What follows belongs to an exercise in optimizing a design on an open flow for small area, a short achievable clock period and few clock cycles per item; a production flow would make more cautious choices.
Only the layout flow was run in this run; the RTL was not checked for function there.
Power is estimated from default activity; no workload was simulated.

`flow/config.mk`:
```
export PLATFORM = sky130hd
export DESIGN_NAME = complex_multiplier
export DESIGN_NICKNAME = complex_multiplier
export VERILOG_FILES = /design/flow/design.v
export SDC_FILE = /design/flow/constraint.sdc
export NUM_CORES = 4
export LEC_CHECK = 0
export ABC_CLOCK_PERIOD_IN_PS = 4000
export CAP_MARGIN = 20
export CORE_MARGIN = 2
export CORE_UTILIZATION = 40
export SETUP_SLACK_MARGIN = 5
export SLEW_MARGIN = 20
export SYNTH_HIERARCHICAL = 1
export SYNTH_MINIMUM_KEEP_SIZE = 0
```
`flow/constraint.sdc`:
```
create_clock -name core_clock -period 10.0 [get_ports {clk}]
set_input_delay 2.0000 -clock core_clock [delete_from_list [all_inputs] [get_ports {clk}]]
set_output_delay 2.0000 -clock core_clock [all_outputs]
set_load 0.01 [all_outputs]
```
`flow/design.v`:
```
`default_nettype none
`timescale 1ns / 1ps
module cm_mul (input wire [15:0] x, input wire [15:0] y, output wire [15:0] p);
    wire one0, two0, neg0;
    wire pp0_0;
    wire pp0_1;
    wire pp0_2;
    wire pp0_3;
    wire pp0_4;
    wire pp0_5;
    wire pp0_6;
    wire pp0_7;
    wire pp0_8;
    wire pp0_9;
    wire pp0_10;
    wire pp0_11;
    wire pp0_12;
    wire pp0_13;
    wire pp0_14;
    wire pp0_15;
    wire pp0_16;
    wire one1, two1, neg1;
    wire pp1_0;
    wire pp1_1;
    wire pp1_2;
    wire pp1_3;
    wire pp1_4;
    wire pp1_5;
    wire pp1_6;
    wire pp1_7;
    wire pp1_8;
    wire pp1_9;
    wire pp1_10;
    wire pp1_11;
    wire pp1_12;
    wire pp1_13;
    wire pp1_14;
    wire pp1_15;
    wire pp1_16;
    wire one2, two2, neg2;
    wire pp2_0;
    wire pp2_1;
    wire pp2_2;
    wire pp2_3;
    wire pp2_4;
    wire pp2_5;
    wire pp2_6;
    wire pp2_7;
    wire pp2_8;
    wire pp2_9;
    wire pp2_10;
    wire pp2_11;
    wire pp2_12;
    wire pp2_13;
    wire pp2_14;
    wire pp2_15;
    wire pp2_16;
    wire one3, two3, neg3;
    wire pp3_0;
    wire pp3_1;
    wire pp3_2;
    wire pp3_3;
    wire pp3_4;
    wire pp3_5;
    wire pp3_6;
    wire pp3_7;
    wire pp3_8;
    wire pp3_9;
    wire pp3_10;
    wire pp3_11;
    wire pp3_12;
    wire pp3_13;
    wire pp3_14;
    wire pp3_15;
    wire pp3_16;
    wire one4, two4, neg4;
    wire pp4_0;
    wire pp4_1;
    wire pp4_2;
    wire pp4_3;
    wire pp4_4;
    wire pp4_5;
    wire pp4_6;
    wire pp4_7;
    wire pp4_8;
    wire pp4_9;
    wire pp4_10;
    wire pp4_11;
    wire pp4_12;
    wire pp4_13;
    wire pp4_14;
    wire pp4_15;
    wire pp4_16;
    wire one5, two5, neg5;
    wire pp5_0;
    wire pp5_1;
    wire pp5_2;
    wire pp5_3;
    wire pp5_4;
    wire pp5_5;
    wire pp5_6;
    wire pp5_7;
    wire pp5_8;
    wire pp5_9;
    wire pp5_10;
    wire pp5_11;
    wire pp5_12;
    wire pp5_13;
    wire pp5_14;
    wire pp5_15;
    wire pp5_16;
    wire one6, two6, neg6;
    wire pp6_0;
    wire pp6_1;
    wire pp6_2;
    wire pp6_3;
    wire pp6_4;
    wire pp6_5;
    wire pp6_6;
    wire pp6_7;
    wire pp6_8;
    wire pp6_9;
    wire pp6_10;
    wire pp6_11;
    wire pp6_12;
    wire pp6_13;
    wire pp6_14;
    wire pp6_15;
    wire one7, two7, neg7;
    wire pp7_0;
    wire pp7_1;
    wire pp7_2;
    wire pp7_3;
    wire pp7_4;
    wire pp7_5;
    wire pp7_6;
    wire pp7_7;
    wire pp7_8;
    wire pp7_9;
    wire pp7_10;
    wire pp7_11;
    wire pp7_12;
    wire pp7_13;
    wire s1;
    wire c2;
    wire s3;
    wire c4;
    wire s5;
    wire c6;
    wire s7;
    wire c8;
    wire s9;
    wire c10;
    wire s11;
    wire c12;
    wire s13;
    wire c14;
    wire s15;
    wire c16;
    wire s17;
    wire c18;
    wire s19;
    wire c20;
    wire s21;
    wire c22;
    wire s23;
    wire c24;
    wire s25;
    wire c26;
    wire s27;
    wire c28;
    wire s29;
    wire c30;
    wire s31;
    wire c32;
    wire s33;
    wire c34;
    wire s35;
    wire c36;
    wire s37;
    wire c38;
    wire s39;
    wire c40;
    wire s41;
    wire c42;
    wire s43;
    wire c44;
    wire s45;
    wire c46;
    wire s47;
    wire c48;
    wire s49;
    wire c50;
    wire s51;
    wire c52;
    wire s53;
    wire c54;
    wire s55;
    wire c56;
    wire s57;
    wire c58;
    wire s59;
    wire c60;
    wire s61;
    wire c62;
    wire s63;
    wire c64;
    wire s65;
    wire c66;
    wire s67;
    wire c68;
    wire s69;
    wire c70;
    wire s71;
    wire c72;
    wire s73;
    wire c74;
    wire s75;
    wire c76;
    wire s77;
    wire c78;
    wire s79;
    wire c80;
    wire s81;
    wire c82;
    wire s83;
    wire c84;
    wire s85;
    wire c86;
    wire s87;
    wire c88;
    wire s89;
    wire c90;
    wire s91;
    wire c92;
    wire s93;
    wire c94;
    wire s95;
    wire c96;
    wire s97;
    wire c98;
    wire s99;
    wire c100;
    wire s101;
    wire c102;
    wire s103;
    wire c104;
    wire s105;
    wire c106;
    wire s107;
    wire c108;
    wire s109;
    wire c110;
    wire s111;
    wire c112;
    wire s113;
    wire c114;
    wire s115;
    wire c116;
    wire s117;
    wire c118;
    wire s119;
    wire c120;
    wire s121;
    wire c122;
    wire s123;
    wire c124;
    wire s125;
    wire c126;
    wire s127;
    wire c128;
    wire s129;
    wire c130;
    wire s131;
    wire c132;
    wire s133;
    wire c134;
    wire s135;
    wire c136;
    wire s137;
    wire c138;
    wire s139;
    wire c140;
    wire s141;
    wire c142;
    wire s143;
    wire c144;
    wire s145;
    wire c146;
    wire s147;
    wire c148;
    wire s149;
    wire c150;
    wire s151;
    wire c152;
    wire s153;
    wire c154;
    wire s155;
    wire c156;
    wire s157;
    wire c158;
    wire s159;
    wire c160;
    wire s161;
    wire c162;
    wire s163;
    wire c164;
    wire s165;
    wire c166;
    wire s167;
    wire c168;
    wire s169;
    wire c170;
    wire s171;
    wire c172;
    wire s173;
    wire c174;
    wire s175;
    wire c176;
    wire s177;
    wire c178;
    wire s179;
    wire c180;
    wire s181;
    wire c182;
    wire s183;
    wire c184;
    wire s185;
    wire c186;
    wire s187;
    wire c188;
    wire s189;
    wire c190;
    wire s191;
    wire c192;
    wire s193;
    wire c194;
    wire s195;
    wire c196;
    wire s197;
    wire c198;
    wire s199;
    wire c200;
    wire s201;
    wire c202;
    wire s203;
    wire c204;
    wire s205;
    wire c206;
    wire s207;
    wire c208;
    wire s209;
    wire c210;
    wire s211;
    wire c212;
    wire s213;
    wire c214;
    wire s215;
    wire c216;
    wire s217;
    wire c218;
    wire s219;
    wire c220;
    assign one0 = y[0] ^ 1'b0;
    assign two0 = (y[1] & ~y[0] & ~1'b0) | (~y[1] & y[0] & 1'b0);
    assign neg0 = y[1];
    assign pp0_0 = ((one0 & x[0])) ^ neg0;
    assign pp0_1 = ((one0 & x[1]) | (two0 & x[0])) ^ neg0;
    assign pp0_2 = ((one0 & x[2]) | (two0 & x[1])) ^ neg0;
    assign pp0_3 = ((one0 & x[3]) | (two0 & x[2])) ^ neg0;
    assign pp0_4 = ((one0 & x[4]) | (two0 & x[3])) ^ neg0;
    assign pp0_5 = ((one0 & x[5]) | (two0 & x[4])) ^ neg0;
    assign pp0_6 = ((one0 & x[6]) | (two0 & x[5])) ^ neg0;
    assign pp0_7 = ((one0 & x[7]) | (two0 & x[6])) ^ neg0;
    assign pp0_8 = ((one0 & x[8]) | (two0 & x[7])) ^ neg0;
    assign pp0_9 = ((one0 & x[9]) | (two0 & x[8])) ^ neg0;
    assign pp0_10 = ((one0 & x[10]) | (two0 & x[9])) ^ neg0;
    assign pp0_11 = ((one0 & x[11]) | (two0 & x[10])) ^ neg0;
    assign pp0_12 = ((one0 & x[12]) | (two0 & x[11])) ^ neg0;
    assign pp0_13 = ((one0 & x[13]) | (two0 & x[12])) ^ neg0;
    assign pp0_14 = ((one0 & x[14]) | (two0 & x[13])) ^ neg0;
    assign pp0_15 = ((one0 & x[15]) | (two0 & x[14])) ^ neg0;
    assign pp0_16 = ~(((one0 & x[15]) | (two0 & x[15])) ^ neg0);
    assign one1 = y[2] ^ y[1];
    assign two1 = (y[3] & ~y[2] & ~y[1]) | (~y[3] & y[2] & y[1]);
    assign neg1 = y[3];
    assign pp1_0 = ((one1 & x[0])) ^ neg1;
    assign pp1_1 = ((one1 & x[1]) | (two1 & x[0])) ^ neg1;
    assign pp1_2 = ((one1 & x[2]) | (two1 & x[1])) ^ neg1;
    assign pp1_3 = ((one1 & x[3]) | (two1 & x[2])) ^ neg1;
    assign pp1_4 = ((one1 & x[4]) | (two1 & x[3])) ^ neg1;
    assign pp1_5 = ((one1 & x[5]) | (two1 & x[4])) ^ neg1;
    assign pp1_6 = ((one1 & x[6]) | (two1 & x[5])) ^ neg1;
    assign pp1_7 = ((one1 & x[7]) | (two1 & x[6])) ^ neg1;
    assign pp1_8 = ((one1 & x[8]) | (two1 & x[7])) ^ neg1;
    assign pp1_9 = ((one1 & x[9]) | (two1 & x[8])) ^ neg1;
    assign pp1_10 = ((one1 & x[10]) | (two1 & x[9])) ^ neg1;
    assign pp1_11 = ((one1 & x[11]) | (two1 & x[10])) ^ neg1;
    assign pp1_12 = ((one1 & x[12]) | (two1 & x[11])) ^ neg1;
    assign pp1_13 = ((one1 & x[13]) | (two1 & x[12])) ^ neg1;
    assign pp1_14 = ((one1 & x[14]) | (two1 & x[13])) ^ neg1;
    assign pp1_15 = ((one1 & x[15]) | (two1 & x[14])) ^ neg1;
    assign pp1_16 = ~(((one1 & x[15]) | (two1 & x[15])) ^ neg1);
    assign one2 = y[4] ^ y[3];
    assign two2 = (y[5] & ~y[4] & ~y[3]) | (~y[5] & y[4] & y[3]);
    assign neg2 = y[5];
    assign pp2_0 = ((one2 & x[0])) ^ neg2;
    assign pp2_1 = ((one2 & x[1]) | (two2 & x[0])) ^ neg2;
    assign pp2_2 = ((one2 & x[2]) | (two2 & x[1])) ^ neg2;
    assign pp2_3 = ((one2 & x[3]) | (two2 & x[2])) ^ neg2;
    assign pp2_4 = ((one2 & x[4]) | (two2 & x[3])) ^ neg2;
    assign pp2_5 = ((one2 & x[5]) | (two2 & x[4])) ^ neg2;
    assign pp2_6 = ((one2 & x[6]) | (two2 & x[5])) ^ neg2;
    assign pp2_7 = ((one2 & x[7]) | (two2 & x[6])) ^ neg2;
    assign pp2_8 = ((one2 & x[8]) | (two2 & x[7])) ^ neg2;
    assign pp2_9 = ((one2 & x[9]) | (two2 & x[8])) ^ neg2;
    assign pp2_10 = ((one2 & x[10]) | (two2 & x[9])) ^ neg2;
    assign pp2_11 = ((one2 & x[11]) | (two2 & x[10])) ^ neg2;
    assign pp2_12 = ((one2 & x[12]) | (two2 & x[11])) ^ neg2;
    assign pp2_13 = ((one2 & x[13]) | (two2 & x[12])) ^ neg2;
    assign pp2_14 = ((one2 & x[14]) | (two2 & x[13])) ^ neg2;
    assign pp2_15 = ((one2 & x[15]) | (two2 & x[14])) ^ neg2;
    assign pp2_16 = ~(((one2 & x[15]) | (two2 & x[15])) ^ neg2);
    assign one3 = y[6] ^ y[5];
    assign two3 = (y[7] & ~y[6] & ~y[5]) | (~y[7] & y[6] & y[5]);
    assign neg3 = y[7];
    assign pp3_0 = ((one3 & x[0])) ^ neg3;
    assign pp3_1 = ((one3 & x[1]) | (two3 & x[0])) ^ neg3;
    assign pp3_2 = ((one3 & x[2]) | (two3 & x[1])) ^ neg3;
    assign pp3_3 = ((one3 & x[3]) | (two3 & x[2])) ^ neg3;
    assign pp3_4 = ((one3 & x[4]) | (two3 & x[3])) ^ neg3;
    assign pp3_5 = ((one3 & x[5]) | (two3 & x[4])) ^ neg3;
    assign pp3_6 = ((one3 & x[6]) | (two3 & x[5])) ^ neg3;
    assign pp3_7 = ((one3 & x[7]) | (two3 & x[6])) ^ neg3;
    assign pp3_8 = ((one3 & x[8]) | (two3 & x[7])) ^ neg3;
    assign pp3_9 = ((one3 & x[9]) | (two3 & x[8])) ^ neg3;
    assign pp3_10 = ((one3 & x[10]) | (two3 & x[9])) ^ neg3;
    assign pp3_11 = ((one3 & x[11]) | (two3 & x[10])) ^ neg3;
    assign pp3_12 = ((one3 & x[12]) | (two3 & x[11])) ^ neg3;
    assign pp3_13 = ((one3 & x[13]) | (two3 & x[12])) ^ neg3;
    assign pp3_14 = ((one3 & x[14]) | (two3 & x[13])) ^ neg3;
    assign pp3_15 = ((one3 & x[15]) | (two3 & x[14])) ^ neg3;
    assign pp3_16 = ~(((one3 & x[15]) | (two3 & x[15])) ^ neg3);
    assign one4 = y[8] ^ y[7];
    assign two4 = (y[9] & ~y[8] & ~y[7]) | (~y[9] & y[8] & y[7]);
    assign neg4 = y[9];
    assign pp4_0 = ((one4 & x[0])) ^ neg4;
    assign pp4_1 = ((one4 & x[1]) | (two4 & x[0])) ^ neg4;
    assign pp4_2 = ((one4 & x[2]) | (two4 & x[1])) ^ neg4;
    assign pp4_3 = ((one4 & x[3]) | (two4 & x[2])) ^ neg4;
    assign pp4_4 = ((one4 & x[4]) | (two4 & x[3])) ^ neg4;
    assign pp4_5 = ((one4 & x[5]) | (two4 & x[4])) ^ neg4;
    assign pp4_6 = ((one4 & x[6]) | (two4 & x[5])) ^ neg4;
    assign pp4_7 = ((one4 & x[7]) | (two4 & x[6])) ^ neg4;
    assign pp4_8 = ((one4 & x[8]) | (two4 & x[7])) ^ neg4;
    assign pp4_9 = ((one4 & x[9]) | (two4 & x[8])) ^ neg4;
    assign pp4_10 = ((one4 & x[10]) | (two4 & x[9])) ^ neg4;
    assign pp4_11 = ((one4 & x[11]) | (two4 & x[10])) ^ neg4;
    assign pp4_12 = ((one4 & x[12]) | (two4 & x[11])) ^ neg4;
    assign pp4_13 = ((one4 & x[13]) | (two4 & x[12])) ^ neg4;
    assign pp4_14 = ((one4 & x[14]) | (two4 & x[13])) ^ neg4;
    assign pp4_15 = ((one4 & x[15]) | (two4 & x[14])) ^ neg4;
    assign pp4_16 = ~(((one4 & x[15]) | (two4 & x[15])) ^ neg4);
    assign one5 = y[10] ^ y[9];
    assign two5 = (y[11] & ~y[10] & ~y[9]) | (~y[11] & y[10] & y[9]);
    assign neg5 = y[11];
    assign pp5_0 = ((one5 & x[0])) ^ neg5;
    assign pp5_1 = ((one5 & x[1]) | (two5 & x[0])) ^ neg5;
    assign pp5_2 = ((one5 & x[2]) | (two5 & x[1])) ^ neg5;
    assign pp5_3 = ((one5 & x[3]) | (two5 & x[2])) ^ neg5;
    assign pp5_4 = ((one5 & x[4]) | (two5 & x[3])) ^ neg5;
    assign pp5_5 = ((one5 & x[5]) | (two5 & x[4])) ^ neg5;
    assign pp5_6 = ((one5 & x[6]) | (two5 & x[5])) ^ neg5;
    assign pp5_7 = ((one5 & x[7]) | (two5 & x[6])) ^ neg5;
    assign pp5_8 = ((one5 & x[8]) | (two5 & x[7])) ^ neg5;
    assign pp5_9 = ((one5 & x[9]) | (two5 & x[8])) ^ neg5;
    assign pp5_10 = ((one5 & x[10]) | (two5 & x[9])) ^ neg5;
    assign pp5_11 = ((one5 & x[11]) | (two5 & x[10])) ^ neg5;
    assign pp5_12 = ((one5 & x[12]) | (two5 & x[11])) ^ neg5;
    assign pp5_13 = ((one5 & x[13]) | (two5 & x[12])) ^ neg5;
    assign pp5_14 = ((one5 & x[14]) | (two5 & x[13])) ^ neg5;
    assign pp5_15 = ((one5 & x[15]) | (two5 & x[14])) ^ neg5;
    assign pp5_16 = ~(((one5 & x[15]) | (two5 & x[15])) ^ neg5);
    assign one6 = y[12] ^ y[11];
    assign two6 = (y[13] & ~y[12] & ~y[11]) | (~y[13] & y[12] & y[11]);
    assign neg6 = y[13];
    assign pp6_0 = ((one6 & x[0])) ^ neg6;
    assign pp6_1 = ((one6 & x[1]) | (two6 & x[0])) ^ neg6;
    assign pp6_2 = ((one6 & x[2]) | (two6 & x[1])) ^ neg6;
    assign pp6_3 = ((one6 & x[3]) | (two6 & x[2])) ^ neg6;
    assign pp6_4 = ((one6 & x[4]) | (two6 & x[3])) ^ neg6;
    assign pp6_5 = ((one6 & x[5]) | (two6 & x[4])) ^ neg6;
    assign pp6_6 = ((one6 & x[6]) | (two6 & x[5])) ^ neg6;
    assign pp6_7 = ((one6 & x[7]) | (two6 & x[6])) ^ neg6;
    assign pp6_8 = ((one6 & x[8]) | (two6 & x[7])) ^ neg6;
    assign pp6_9 = ((one6 & x[9]) | (two6 & x[8])) ^ neg6;
    assign pp6_10 = ((one6 & x[10]) | (two6 & x[9])) ^ neg6;
    assign pp6_11 = ((one6 & x[11]) | (two6 & x[10])) ^ neg6;
    assign pp6_12 = ((one6 & x[12]) | (two6 & x[11])) ^ neg6;
    assign pp6_13 = ((one6 & x[13]) | (two6 & x[12])) ^ neg6;
    assign pp6_14 = ((one6 & x[14]) | (two6 & x[13])) ^ neg6;
    assign pp6_15 = ((one6 & x[15]) | (two6 & x[14])) ^ neg6;
    assign one7 = y[14] ^ y[13];
    assign two7 = (y[15] & ~y[14] & ~y[13]) | (~y[15] & y[14] & y[13]);
    assign neg7 = y[15];
    assign pp7_0 = ((one7 & x[0])) ^ neg7;
    assign pp7_1 = ((one7 & x[1]) | (two7 & x[0])) ^ neg7;
    assign pp7_2 = ((one7 & x[2]) | (two7 & x[1])) ^ neg7;
    assign pp7_3 = ((one7 & x[3]) | (two7 & x[2])) ^ neg7;
    assign pp7_4 = ((one7 & x[4]) | (two7 & x[3])) ^ neg7;
    assign pp7_5 = ((one7 & x[5]) | (two7 & x[4])) ^ neg7;
    assign pp7_6 = ((one7 & x[6]) | (two7 & x[5])) ^ neg7;
    assign pp7_7 = ((one7 & x[7]) | (two7 & x[6])) ^ neg7;
    assign pp7_8 = ((one7 & x[8]) | (two7 & x[7])) ^ neg7;
    assign pp7_9 = ((one7 & x[9]) | (two7 & x[8])) ^ neg7;
    assign pp7_10 = ((one7 & x[10]) | (two7 & x[9])) ^ neg7;
    assign pp7_11 = ((one7 & x[11]) | (two7 & x[10])) ^ neg7;
    assign pp7_12 = ((one7 & x[12]) | (two7 & x[11])) ^ neg7;
    assign pp7_13 = ((one7 & x[13]) | (two7 & x[12])) ^ neg7;
    cm_ha u_s1 (.a(pp0_10), .b(pp1_8), .s(s1), .co(c2));
    cm_ha u_s3 (.a(pp0_11), .b(pp1_9), .s(s3), .co(c4));
    cm_fa u_s5 (.a(pp0_12), .b(pp1_10), .ci(pp2_8), .s(s5), .co(c6));
    cm_ha u_s7 (.a(pp3_6), .b(pp4_4), .s(s7), .co(c8));
    cm_fa u_s9 (.a(pp0_13), .b(pp1_11), .ci(pp2_9), .s(s9), .co(c10));
    cm_ha u_s11 (.a(pp3_7), .b(pp4_5), .s(s11), .co(c12));
    cm_fa u_s13 (.a(pp0_14), .b(pp1_12), .ci(pp2_10), .s(s13), .co(c14));
    cm_fa u_s15 (.a(pp3_8), .b(pp4_6), .ci(pp5_4), .s(s15), .co(c16));
    cm_ha u_s17 (.a(pp6_2), .b(pp7_0), .s(s17), .co(c18));
    cm_fa u_s19 (.a(pp0_15), .b(pp1_13), .ci(pp2_11), .s(s19), .co(c20));
    cm_fa u_s21 (.a(pp3_9), .b(pp4_7), .ci(pp5_5), .s(s21), .co(c22));
    cm_ha u_s23 (.a(pp6_3), .b(pp7_1), .s(s23), .co(c24));
    cm_fa u_s25 (.a(pp0_16), .b(pp1_14), .ci(pp2_12), .s(s25), .co(c26));
    cm_fa u_s27 (.a(pp3_10), .b(pp4_8), .ci(pp5_6), .s(s27), .co(c28));
    assign s29 = ~(pp6_4 ^ pp7_2);
    assign c30 = pp6_4 | pp7_2;
    cm_fa u_s31 (.a(pp1_15), .b(pp2_13), .ci(pp3_11), .s(s31), .co(c32));
    cm_fa u_s33 (.a(pp4_9), .b(pp5_7), .ci(pp6_5), .s(s33), .co(c34));
    assign s35 = ~pp7_3;
    assign c36 = pp7_3;
    cm_fa u_s37 (.a(pp1_16), .b(pp2_14), .ci(pp3_12), .s(s37), .co(c38));
    cm_fa u_s39 (.a(pp4_10), .b(pp5_8), .ci(pp6_6), .s(s39), .co(c40));
    cm_fa u_s41 (.a(pp2_15), .b(pp3_13), .ci(pp4_11), .s(s41), .co(c42));
    cm_ha u_s43 (.a(pp5_9), .b(pp6_7), .s(s43), .co(c44));
    cm_fa u_s45 (.a(pp2_16), .b(pp3_14), .ci(pp4_12), .s(s45), .co(c46));
    cm_ha u_s47 (.a(pp3_15), .b(pp4_13), .s(s47), .co(c48));
    cm_ha u_s49 (.a(pp0_6), .b(pp1_4), .s(s49), .co(c50));
    cm_ha u_s51 (.a(pp0_7), .b(pp1_5), .s(s51), .co(c52));
    cm_fa u_s53 (.a(pp0_8), .b(pp1_6), .ci(pp2_4), .s(s53), .co(c54));
    cm_ha u_s55 (.a(pp3_2), .b(pp4_0), .s(s55), .co(c56));
    cm_fa u_s57 (.a(pp0_9), .b(pp1_7), .ci(pp2_5), .s(s57), .co(c58));
    cm_ha u_s59 (.a(pp3_3), .b(pp4_1), .s(s59), .co(c60));
    cm_fa u_s61 (.a(s1), .b(pp2_6), .ci(pp3_4), .s(s61), .co(c62));
    cm_fa u_s63 (.a(pp4_2), .b(pp5_0), .ci(neg5), .s(s63), .co(c64));
    cm_fa u_s65 (.a(s3), .b(pp2_7), .ci(pp3_5), .s(s65), .co(c66));
    cm_fa u_s67 (.a(pp4_3), .b(pp5_1), .ci(c2), .s(s67), .co(c68));
    cm_fa u_s69 (.a(s5), .b(s7), .ci(pp5_2), .s(s69), .co(c70));
    cm_fa u_s71 (.a(pp6_0), .b(neg6), .ci(c4), .s(s71), .co(c72));
    cm_fa u_s73 (.a(s9), .b(s11), .ci(pp5_3), .s(s73), .co(c74));
    cm_fa u_s75 (.a(pp6_1), .b(c6), .ci(c8), .s(s75), .co(c76));
    cm_fa u_s77 (.a(s13), .b(s15), .ci(s17), .s(s77), .co(c78));
    cm_fa u_s79 (.a(neg7), .b(c10), .ci(c12), .s(s79), .co(c80));
    cm_fa u_s81 (.a(s19), .b(s21), .ci(s23), .s(s81), .co(c82));
    cm_fa u_s83 (.a(c14), .b(c16), .ci(c18), .s(s83), .co(c84));
    cm_fa u_s85 (.a(s25), .b(s27), .ci(s29), .s(s85), .co(c86));
    cm_fa u_s87 (.a(c20), .b(c22), .ci(c24), .s(s87), .co(c88));
    cm_fa u_s89 (.a(s31), .b(s33), .ci(s35), .s(s89), .co(c90));
    cm_fa u_s91 (.a(c26), .b(c28), .ci(c30), .s(s91), .co(c92));
    cm_fa u_s93 (.a(s37), .b(s39), .ci(pp7_4), .s(s93), .co(c94));
    cm_fa u_s95 (.a(c32), .b(c34), .ci(c36), .s(s95), .co(c96));
    cm_fa u_s97 (.a(s41), .b(s43), .ci(pp7_5), .s(s97), .co(c98));
    assign s99 = ~(c38 ^ c40);
    assign c100 = c38 | c40;
    cm_fa u_s101 (.a(s45), .b(pp5_10), .ci(pp6_8), .s(s101), .co(c102));
    cm_fa u_s103 (.a(pp7_6), .b(c42), .ci(c44), .s(s103), .co(c104));
    cm_fa u_s105 (.a(s47), .b(pp5_11), .ci(pp6_9), .s(s105), .co(c106));
    assign s107 = ~(pp7_7 ^ c46);
    assign c108 = pp7_7 | c46;
    cm_fa u_s109 (.a(pp3_16), .b(pp4_14), .ci(pp5_12), .s(s109), .co(c110));
    cm_fa u_s111 (.a(pp6_10), .b(pp7_8), .ci(c48), .s(s111), .co(c112));
    cm_fa u_s113 (.a(pp4_15), .b(pp5_13), .ci(pp6_11), .s(s113), .co(c114));
    assign s115 = ~pp7_9;
    assign c116 = pp7_9;
    cm_fa u_s117 (.a(pp4_16), .b(pp5_14), .ci(pp6_12), .s(s117), .co(c118));
    cm_ha u_s119 (.a(pp5_15), .b(pp6_13), .s(s119), .co(c120));
    cm_ha u_s121 (.a(pp0_4), .b(pp1_2), .s(s121), .co(c122));
    cm_ha u_s123 (.a(pp0_5), .b(pp1_3), .s(s123), .co(c124));
    cm_fa u_s125 (.a(s49), .b(pp2_2), .ci(pp3_0), .s(s125), .co(c126));
    cm_fa u_s127 (.a(s51), .b(pp2_3), .ci(pp3_1), .s(s127), .co(c128));
    cm_fa u_s129 (.a(s53), .b(s55), .ci(neg4), .s(s129), .co(c130));
    cm_fa u_s131 (.a(s57), .b(s59), .ci(c54), .s(s131), .co(c132));
    cm_fa u_s133 (.a(s61), .b(s63), .ci(c58), .s(s133), .co(c134));
    cm_fa u_s135 (.a(s65), .b(s67), .ci(c62), .s(s135), .co(c136));
    cm_fa u_s137 (.a(s69), .b(s71), .ci(c66), .s(s137), .co(c138));
    cm_fa u_s139 (.a(s73), .b(s75), .ci(c70), .s(s139), .co(c140));
    cm_fa u_s141 (.a(s77), .b(s79), .ci(c74), .s(s141), .co(c142));
    cm_fa u_s143 (.a(s81), .b(s83), .ci(c78), .s(s143), .co(c144));
    cm_fa u_s145 (.a(s85), .b(s87), .ci(c82), .s(s145), .co(c146));
    cm_fa u_s147 (.a(s89), .b(s91), .ci(c86), .s(s147), .co(c148));
    cm_fa u_s149 (.a(s93), .b(s95), .ci(c90), .s(s149), .co(c150));
    cm_fa u_s151 (.a(s97), .b(s99), .ci(c94), .s(s151), .co(c152));
    cm_fa u_s153 (.a(s101), .b(s103), .ci(c98), .s(s153), .co(c154));
    cm_fa u_s155 (.a(s105), .b(s107), .ci(c102), .s(s155), .co(c156));
    cm_fa u_s157 (.a(s109), .b(s111), .ci(c106), .s(s157), .co(c158));
    cm_fa u_s159 (.a(s113), .b(s115), .ci(c110), .s(s159), .co(c160));
    cm_fa u_s161 (.a(s117), .b(pp7_10), .ci(c114), .s(s161), .co(c162));
    assign s163 = ~(s119 ^ pp7_11);
    assign c164 = s119 | pp7_11;
    cm_fa u_s165 (.a(pp5_16), .b(pp6_14), .ci(pp7_12), .s(s165), .co(c166));
    cm_ha u_s167 (.a(pp6_15), .b(pp7_13), .s(s167), .co(c168));
    cm_ha u_s169 (.a(pp0_2), .b(pp1_0), .s(s169), .co(c170));
    cm_ha u_s171 (.a(pp0_3), .b(pp1_1), .s(s171), .co(c172));
    cm_fa u_s173 (.a(s121), .b(pp2_0), .ci(neg2), .s(s173), .co(c174));
    cm_fa u_s175 (.a(s123), .b(pp2_1), .ci(c122), .s(s175), .co(c176));
    cm_fa u_s177 (.a(s125), .b(neg3), .ci(c124), .s(s177), .co(c178));
    cm_fa u_s179 (.a(s127), .b(c50), .ci(c126), .s(s179), .co(c180));
    cm_fa u_s181 (.a(s129), .b(c52), .ci(c128), .s(s181), .co(c182));
    cm_fa u_s183 (.a(s131), .b(c56), .ci(c130), .s(s183), .co(c184));
    cm_fa u_s185 (.a(s133), .b(c60), .ci(c132), .s(s185), .co(c186));
    cm_fa u_s187 (.a(s135), .b(c64), .ci(c134), .s(s187), .co(c188));
    cm_fa u_s189 (.a(s137), .b(c68), .ci(c136), .s(s189), .co(c190));
    cm_fa u_s191 (.a(s139), .b(c72), .ci(c138), .s(s191), .co(c192));
    cm_fa u_s193 (.a(s141), .b(c76), .ci(c140), .s(s193), .co(c194));
    cm_fa u_s195 (.a(s143), .b(c80), .ci(c142), .s(s195), .co(c196));
    cm_fa u_s197 (.a(s145), .b(c84), .ci(c144), .s(s197), .co(c198));
    cm_fa u_s199 (.a(s147), .b(c88), .ci(c146), .s(s199), .co(c200));
    cm_fa u_s201 (.a(s149), .b(c92), .ci(c148), .s(s201), .co(c202));
    cm_fa u_s203 (.a(s151), .b(c96), .ci(c150), .s(s203), .co(c204));
    cm_fa u_s205 (.a(s153), .b(c100), .ci(c152), .s(s205), .co(c206));
    cm_fa u_s207 (.a(s155), .b(c104), .ci(c154), .s(s207), .co(c208));
    cm_fa u_s209 (.a(s157), .b(c108), .ci(c156), .s(s209), .co(c210));
    cm_fa u_s211 (.a(s159), .b(c112), .ci(c158), .s(s211), .co(c212));
    cm_fa u_s213 (.a(s161), .b(c116), .ci(c160), .s(s213), .co(c214));
    cm_fa u_s215 (.a(s163), .b(c118), .ci(c162), .s(s215), .co(c216));
    cm_fa u_s217 (.a(s165), .b(c120), .ci(c164), .s(s217), .co(c218));
    assign s219 = ~(s167 ^ c166);
    assign c220 = s167 | c166;
    wire [27:0] ra = {s219, s217, s215, s213, s211, s209, s207, s205, s203, s201, s199, s197, s195, s193, s191, s189, s187, s185, s183, s181, s179, s177, s175, s173, s171, s169, pp0_1, pp0_0};
    wire [27:0] rb = {c218, c216, c214, c212, c210, c208, c206, c204, c202, c200, c198, c196, c194, c192, c190, c188, c186, c184, c182, c180, c178, c176, c174, c172, c170, neg1, 1'b0, neg0};
    wire [27:0] sum = ra + rb;
    wire sgn = (x[15] ^ y[15]) & (|x) & (|y);
    assign p = {sgn, sum[27:13]};
endmodule
module cm_fa (input wire a, input wire b, input wire ci, output wire s, output wire co);
    assign s = a ^ b ^ ci;
    assign co = (a & b) | (a & ci) | (b & ci);
endmodule
module cm_ha (input wire a, input wire b, output wire s, output wire co);
    assign s = a ^ b;
    assign co = a & b;
endmodule
`default_nettype none
`timescale 1ns / 1ps
module complex_multiplier
#(
    parameter INTEGER_WIDTH = 3,
    parameter FRACTIONAL_WIDTH = 13
)
(
    input  wire                                          clk,
    input  wire                                          rst_n,
    input  wire                                          input_a_tvalid,
    output wire                                          input_a_tready,
    input  wire [2*(INTEGER_WIDTH+FRACTIONAL_WIDTH)-1:0] input_a_tdata,
    input  wire                                          input_b_tvalid,
    output wire                                          input_b_tready,
    input  wire [2*(INTEGER_WIDTH+FRACTIONAL_WIDTH)-1:0] input_b_tdata,
    output reg                                           output_prod_tvalid,
    input  wire                                          output_prod_tready,
    output wire [2*(INTEGER_WIDTH+FRACTIONAL_WIDTH)-1:0] output_prod_tdata
);
    reg         v0, v1;
    reg  [15:0] ar, ai, br, bi;
    reg  [15:0] prod_real, prod_imag;
    wire en2 = ~output_prod_tvalid | output_prod_tready;
    wire en1 = ~v1 | en2;
    wire en0 = ~v0 | en1;
    assign input_a_tready = en0;
    assign input_b_tready = en0;
    assign output_prod_tdata = {prod_imag, prod_real};
    always @(posedge clk) begin
        if (!rst_n) begin
            v0 <= 1'b0;
            v1 <= 1'b0;
            output_prod_tvalid <= 1'b0;
        end else begin
            if (en0) v0 <= input_a_tvalid & input_b_tvalid;
            if (en1) v1 <= v0;
            if (en2) output_prod_tvalid <= v1;
        end
    end
    always @(posedge clk) begin
        if (en0) begin
            ar <= input_a_tdata[15:0];
            ai <= input_a_tdata[31:16];
            br <= input_b_tdata[15:0];
            bi <= input_b_tdata[31:16];
        end
    end
    wire [15:0] m_rr1, m_rr2, m_ri1, m_ri2;
    reg  [15:0] rr1, rr2, ri1, ri2;
    cm_mul mul_rr1 (.x(ar), .y(br), .p(m_rr1));
    cm_mul mul_rr2 (.x(ai), .y(bi), .p(m_rr2));
    cm_mul mul_ri1 (.x(ar), .y(bi), .p(m_ri1));
    cm_mul mul_ri2 (.x(ai), .y(br), .p(m_ri2));
    always @(posedge clk) begin
        if (en1) begin
            rr1 <= m_rr1;
            rr2 <= m_rr2;
            ri1 <= m_ri1;
            ri2 <= m_ri2;
        end
        if (en2) begin
            prod_real <= rr1 - rr2;
            prod_imag <= ri1 + ri2;
        end
    end
endmodule
```
`flow/run.sh`:
```
#!/bin/bash
# synth_recipe.tcl (not shown) runs the flow's synth.tcl, then flattens the netlist and writes it again
# the make line also repeats each setting of config.mk as NAME=value (left out here)
make -C /OpenROAD-flow-scripts/flow DESIGN_CONFIG=/design/flow/config.mk WORK_HOME=/design/flow/orfs CLKGATE_MAP_FILE= SYNTH_SCRIPT=/design/flow/synth_recipe.tcl finish
```
==> results.txt <==
-- cells in the final DEF, fill, tap and decap left out, types with 30 or more instances in the layout --
cell type / Yosys / final
a21oi_1: 333 / 271
nand4_1: 34 / 34
o21ai_0: 151 / 122
a2bb2oi_1: 54 / 49
xor2_1: 49 / 45
buf_12: 0 / 67
a221oi_1: 341 / 197
edfxtp_1: 160 / 160
buf_4: 5 / 354
clkdlybuf4s50_1: 0 / 100
buf_6: 0 / 39
fa_1: 342 / 307
clkinvlp_4: 0 / 44
a21o_1: 34 / 34
a221oi_2: 4 / 126
a21oi_2: 0 / 52
inv_1: 204 / 161
maj3_1: 72 / 65
bufbuf_16: 0 / 65
nand2_1: 241 / 211
and2_4: 0 / 30
a211oi_1: 336 / 309
xnor2_1: 131 / 127
ha_1: 218 / 161
nor2_1: 782 / 737
fa_2: 0 / 35
o22ai_1: 56 / 49
ha_4: 0 / 49
-- power breakdown --
part	switching [mW]	leakage [nW]	internal (mW)
logic	9.70	16.3	8.21
clock network	0.343	0.286	0.334
registers	0.166	1.72	1.55
-- path summary, 6_finish.rpt --
kind | from | end | slack (ns) | cells past startpoint
setup reg to reg | bi[1]$_DFFE_PP_ | rr2[7]$_DFFE_PP_ | 4.66 | 15
hold / removal | v0$_SDFFE_PN0P_ | v1$_SDFFE_PN0P_ | 0.55 | 2
setup / recovery | bi[1]$_DFFE_PP_ | rr2[7]$_DFFE_PP_ | 4.66 | 15
hold reg to reg | v0$_SDFFE_PN0P_ | v1$_SDFFE_PN0P_ | 0.55 | 2
-- registers in the layout, indices dropped and copies added, names as in the netlist --
name,count
v1,1
ar,16
ri1,16
v0,1
bi,16
output_prod_tvalid,1
rr1,16
ai,16
rr2,16
prod_imag,16
br,16
ri2,16
prod_real,16
-- worst reg2reg max path, delay by kind of cell, from the launching register on --
family / cells / cell delay (ns)
and+or+nand+nor: 2 / 0.60
AOI/OAI and AO/OA: 5 / 0.83
adders and majority gates: 6 / 2.77
buffers and inverters: 2 / 0.36
DFF: 1 / 0.54
-- stage by stage --
step,cell area [um^2],instances,hold slack [ns]
after floorplan,36900,4459,0.513
after global placement,37800,5309,0.525
after detailed placement,37800,5309,0.546
after CTS,45600,5700,0.562
after global routing,47900,5825,0.603
final,47900,5825,0.553
-- cell families (layout without fill, tap and decap cells) --
group                      Yosys count  after routing
AOI/OAI and AO/OA                 1458           1458
DFF                                163            163
buffers and inverters              717            898
muxes                               32             32
xor gates and xnor gates           180            180
adders and majority gates          632            632
and+or+nand+nor                   1277           1297
-- Yosys stat by module (local to each module, per instance) --
| module | cells | flops+latches | cell area [um^2] |
|---|---|---|---|
| cm_fa | 1 | 0 | 20.0 |
| cm_ha | 1 | 0 | 12.5 |
| cm_mul | 912 | 0 | 5320 |
| complex_multiplier | 399 | 163 | 6520 |
-- cell type report --
| class | count | share of cell area, % |
|---|---|---|
| Timing Repair Buffer | 662 | 17.3 |
| Tap cell | 1165 | 3.04 |
| Inverter | 204 | 1.93 |
| Clock buffer | 17 | 0.888 |
| Multi-Input combinational cell | 3599 | 66.3 |
| Sequential cell | 163 | 10.2 |
| Clock inverter | 15 | 0.350 |
-- timing repair --
action                                  CTS  global route
pin swaps                               126           109
hold endpoints to repair                  0             0
endpoints found under the setup margin   62            54
resized for setup                       617           225
buffers inserted                        281           104
cloned                                   78            21
-- metal layers --
metal | up-vias | track usage [%]
li1 | 16700 | -
met1 | 18800 | 45.9
met2 | 2928 | 51.1
met3 | 764 | 8.67
met4 | 4 | 18.1
met5 | - | 0
==> metrics.yaml <==
outcome: "complete, no violations"
start_util_pct: 40.2
grt_usage_pct: 34.3
synthTopCellsByArea: "fa_1 19%, edfxtp_1 14%, a221oi_1 8.4%"
synth_warnings: 7
coreArea_um2: 88200
multi_input_area_um2: 31800
final_hold_viol_count: 0
routedWlPerCell_um: 28.4
drt_iter0_drc: 5874
async_flop_share_pct: 0
vias_per_cell: 6.74
synthMuxAreaShare_pct: 0.902
fillers: 7724
htree_levels: 4
crit_chain: "buf_12 > buf_4 > maj3_1 > o22ai_1 > a21oi_2 > fa_1 > fa_1 > fa_1 > fa_2 > ha_4 > a21o_1 > a21o_1 > a21oi_2 > or4b_1 > and3_1"
pin_count: 104
synth_xor_area_share_pct: 4.44
die_y_um: 302
slew_viol_final: 0
startpoint_type: "register"
synthToLayoutAreaGrowth_pct: 35.0
syn_area_um2: 35500
wl_met1_um: 63600
root_buffer: "clkbuf_16"
critPathArrivalTime_ns: 5.60
yosys.area_share.simple_pct: 15.3
critPathSlowestCell: "fa_2"
total_power_mw: 20.3
synth.most_common_cell: "nor2_1"
fin_crit_sh_pct: 53.4
synth_fa_ha_area_share_pct: 29.0
grt_pass1_vias: 36300
clk_latency_ns: 0.50
num_vias: 39200
ys_ff_latch: 163
max-cap-violations: 0
synth-compound-area-share_pct: 29.0
period_needed_ns: 5.34
slowest_delay_ns: 0.63
gp_congestion: 0.897
yosysUniqueCellTypes: 65
preCtsSetupSlack_ns: 3.59
synth_ff_type: "edfxtp_1"
grt_max_degree: 75
final_nets: 5276
die_width_um: 302
fin_tns_setup_ns: 0
cts_made_buffers: 17
core.rowCount: 109
crit_buf_inv: 2
drive_gt1_share_pct: 25.6
wl_met3_um: 21100
cellLeakagePower_nw: 18.3
max_freq_mhz: 187
ir_drop_v: 0.000543
ant_nets: 0
cellPowerDensity_nw_per_um2: 424
clk_path_buf_depth: 2
postRouteWirelength_um: 165000
critical_path_required_ns: 10.26
synth_top_area_share_pct: 19.3
overflow: 0
cp_common_cell: "fa_1"
ys_seq_area_share_pct: 13.7
critical-path-top-delay-family: "adder cells"
synthCells: 4459
yosysTopAreaCell: "fa_1"
cts_tree: "built"
wl_met2_um: 69500
dieArea_um2: 91200
synth_top_family_by_area: "adder cells"
highest_layer: "met5"
ys_top_cells_by_count: "782 x nor2_1, 460 x clkbuf_1, 342 x fa_1"
tightest_slew_ns: 0.907
ctsHoldBuffers: 0
dp_hpwl_um: 89400
hp-class: "register to register"
drt_first_pass_iters: 6
grt_setup_unrepaired: "true"
synth_edf_count: 160
register_area_um2: 4860
grt_antenna_before_repair: 3
worst_slack_ns: 4.66
portBuffers: 103
syn_avg_cell_area_um2: 7.96
setup_viol: 0
skew_ns: 0.0151
grt_pass1_wl_um: 236000
final_util_pct: 54.3
worstPathMaxFanout: 7
numClockSinks: 163
clk_pin_slew_worst_paths_ns: 0.08
synth_nets: 5088
end_kind: "register"
drcViolationCount: 0
crit_type: "register to register"
diodes: 0
slew_headroom_pct: 39.5

-- afterwards: timing with drivers on the ports --
The flow's constraints put no driver on any port. The routed layout listed below was extracted and timed again, unchanged, in two steps.
Step 1 assumes that a clkbuf_16 drives the clock port and a buf_2 every other input.
Step 2 times the ports against the registers' clock, not the clock port: input delays grow and output delays shrink by t, the midpoint of the rising clock arrivals with the driver on.
Three values: no drivers, after step 1, after step 2; two values: the first two.
t (ns): 0.557
slack for setup (ns): 4.663 / 4.663 / 4.663
hold slack, ns: 0.553 / 0.553 / 0.553
worst setup path at the end: register to register
After both steps setup and hold are still met in this run. The setup slack of this run moves by 0.000 ns with the drivers and by 0.000 ns with both steps.
